From an optimization exercise on the open Yosys and OpenROAD flow, aimed at small area and a short achievable clock period; shortcuts taken in it are not production practice. The flow treats the clock pin as an ideal source. Dropping or thinning the clock tree relies on that and would not hold on a real chip.

== run 1 ==
==> flow/design.v (excerpt) <==
module uart_circle_area (
  input         clock,
  input         reset,
  input         rx_i,
  output [7:0]  rx_data,
  output [31:0] area_o,
  output reg    rx_data_valid,
  output reg    rx_error
);
  localparam IDLE = 4'b0000, CHECK_STOP = 4'b0001, ERROR = 4'b0010;
  reg [3:0]  state;
  reg [7:0]  shift;
  reg [17:0] acc;
  wire       in_data = state[3];
  wire [2:0] cnt     = state[2:0];
  wire       in_cs   = (state == CHECK_STOP);
  wire       in_idle = (state == IDLE);
  always @(posedge clock) begin
    if (reset) begin
      state <= IDLE;
      shift <= 8'd0;
      rx_data_valid <= 1'b0;
      rx_error <= 1'b0;
    end else begin
      rx_error <= (state == ERROR);
      rx_data_valid <= in_cs ? rx_i : (in_idle & rx_data_valid);
      if (in_data) begin
        shift <= {rx_i, shift[7:1]};
        state <= (cnt == 3'd7) ? CHECK_STOP : state + 4'd1;
      end else if (in_cs) begin
        state <= rx_i ? IDLE : ERROR;
      end else if (in_idle) begin
        if (!rx_i) state <= 4'b1000;
      end else begin
        if (rx_i) state <= IDLE;
      end
    end
  end
  wire [7:0] mask = {cnt != 3'd0, cnt > 3'd1, cnt > 3'd2, cnt > 3'd3,
                     cnt > 3'd4, cnt > 3'd5, cnt > 3'd6, 1'b0};
  wire [7:0] sp   = shift & mask;
  wire [6:0] ahi  = (cnt == 3'd0) ? 7'd0 : acc[17:11];
  wire [8:0] sum;
  wire [8:2] sc;
  ...
export LEC_CHECK = 0
export ABC_AREA = 1
export CAP_MARGIN = 20
export CORE_MARGIN = 2
export CORE_UTILIZATION = 40
export SLEW_MARGIN = 20
export SYNTH_HIERARCHICAL = 1
create_clock -name core_clock -period 24.0 [get_ports {clock}]
standard.sh (not shown) runs the stock make flow with config.mk's settings and CLKGATE_MAP_FILE= SYNTH_SCRIPT=/design/flow/synth_recipe.tcl, a recipe that flattens the netlist after the stock synthesis.
==> flow/flow/run.sh <==
#!/bin/bash
# The standard layout (the standard.sh: unchanged synthesis and steps) with
# these differences:
# - the port buffers that global placement puts on every input and output are
#   sky130_fd_sc_hd__buf_1 instead of the resizer's pick;
# - the tie-low cell that synthesis makes is not split into one cell per load
#   (SKIP_REPAIR_TIE_FANOUT), so the constant outputs share it;
# - after CTS, nbuf.tcl replaces the clock tree by 3 clkbuf_8 buffers, each fed
#   by the clock port and driving one placement cluster of the 34 flip-flops;
#   then the standard steps go on from global routing. The buffers are alike
#   and so are their loads, so all flip-flops see about the same clock arrival.
cp standard.sh standard.sh.txt
export BUFFER_PORTS_ARGS="-buffer_cell sky130_fd_sc_hd__buf_1"
export CTS_ARGS="-sink_clustering_enable -repair_clock_nets -buf_list sky130_fd_sc_hd__clkbuf_8 -root_buf sky130_fd_sc_hd__clkbuf_8 -dont_use_dummy_load"
export SKIP_REPAIR_TIE_FANOUT=1
bash standard.sh cts > standard_cts.log 2>&1
RES_DIR=orfs/results/sky130hd/uart_circle_area/base CLK_NET=clock NBUF=3 CLKBUF=sky130_fd_sc_hd__clkbuf_8 \
  openroad -no_init -exit flow/nbuf.tcl > nbuf.log 2>&1
bash standard.sh > standard.log 2>&1
Other scripts of this flow, unchanged in this note and not shown: flow/flow/nbuf.tcl
## Diff of input files: run 2 against run 1
diff --git a/flow/design.v b/flow/design.v
--- a/flow/design.v
+++ b/flow/design.v
@@ -2,40 +2,42 @@
   input         clock,
   input         reset,
   input         rx_i,
   output [7:0]  rx_data,
   output [31:0] area_o,
   output reg    rx_data_valid,
-  output reg    rx_error
+  output        rx_error
 );
-  localparam IDLE = 4'b0000, CHECK_STOP = 4'b0001, ERROR = 4'b0010;
+  localparam IDLE = 4'b0000, IDLE_E = 4'b0100, CHECK_STOP = 4'b0001,
+             ERROR = 4'b0010, ERROR_E = 4'b0011;
   reg [3:0]  state;
   reg [7:0]  shift;
   reg [17:0] acc;
+  reg        vgn;
   wire       in_data = state[3];
   wire [2:0] cnt     = state[2:0];
   wire       in_cs   = (state == CHECK_STOP);
-  wire       in_idle = (state == IDLE);
+  wire       in_idle = (state == IDLE) | (state == IDLE_E);
   always @(posedge clock) begin
     if (reset) begin
       state <= IDLE;
       shift <= 8'd0;
       rx_data_valid <= 1'b0;
-      rx_error <= 1'b0;
+      vgn <= 1'b1;
     end else begin
-      rx_error <= (state == ERROR);
       rx_data_valid <= in_cs ? rx_i : (in_idle & rx_data_valid);
+      vgn <= in_cs ? ~rx_i : (~in_idle | vgn);
       if (in_data) begin
         shift <= {rx_i, shift[7:1]};
         state <= (cnt == 3'd7) ? CHECK_STOP : state + 4'd1;
       end else if (in_cs) begin
         state <= rx_i ? IDLE : ERROR;
       end else if (in_idle) begin
-        if (!rx_i) state <= 4'b1000;
+        state <= rx_i ? IDLE : 4'b1000;
       end else begin
-        if (rx_i) state <= IDLE;
+        state <= rx_i ? IDLE_E : ERROR_E;
       end
     end
   end
   wire [7:0] mask = {cnt != 3'd0, cnt > 3'd1, cnt > 3'd2, cnt > 3'd3,
                      cnt > 3'd4, cnt > 3'd5, cnt > 3'd6, 1'b0};
   wire [7:0] sp   = shift & mask;
@@ -275,12 +277,13 @@
   wire [8:0]  hi0  = in_data ? {2'b00, ahi} : keep[17:9];
   wire [8:0]  lo   = in_data ? acc[10:2] : keep[8:0];
   wire        take = in_data & rx_i;
   always @(posedge clock)
     acc <= {take ? sum : hi0, lo};
   assign rx_data = shift;
-  assign area_o  = {14'd0, ~(acc | {18{~rx_data_valid}})};
+  assign rx_error = (state == ERROR_E) | (state == IDLE_E);
+  assign area_o  = {14'd0, ~(acc | {18{vgn}})};
 endmodule
 module kmul_fa(input a, input b, input ci, output s, output co);
   assign s  = a ^ b ^ ci;
   assign co = (a & b) | (a & ci) | (b & ci);
 endmodule
## What came out
Run 2 was carried through to the last stage, and its layout satisfied the timing, design-rule and antenna checks.
Looking at remaining max-slew budget at the tightest pin, run 2 sits 1.2 points below run 1.
Going from run 1 to run 2, post-cts sizing count ~0 delta.
Global-route met1 utilization: run 2 vs run 1 up 0.15 points
Pin count of the biggest net entering global routing: lower on run 2
Run 2 does worse than run 1 on maximum achievable frequency.
STATUS worst setup slack: run 2 loses against run 1
Any difference in basic-gate share of the synthesized area counting and, or, nand and nor cells between run 2 and run 1 is small enough to ignore.
Compared with run 1, run 2 degrades hold slack.
Number of multi-input combinational cells in the layout in run 2 is about 0.75% below run 1.
Function was not checked in any run of this note: the RTL went through the layout flow alone.

==> what the ideal ports hide <==
In the flow no input, the clock included, has a driving cell. The finished layouts below were timed again as built, in two steps. Step 1 assumes that a clkbuf_16 drives the clock port and a buf_2 every other input. Step 2 moves the port delays by t, midway between the first and last clock arrival at a register: inputs arrive t later, outputs are due t later. That takes back most of the time a late clock gives input paths. Three values: ideal, step 1, step 2; two values: the first two.
run	t, ns	slack for setup (ns)	pins driven straight from the clock port
run 1	0.189	17.922 / 17.870 / 18.059	3
run 2	0.183	17.418 / 17.372 / 17.555	3
After both steps setup and hold are still met in every run listed.
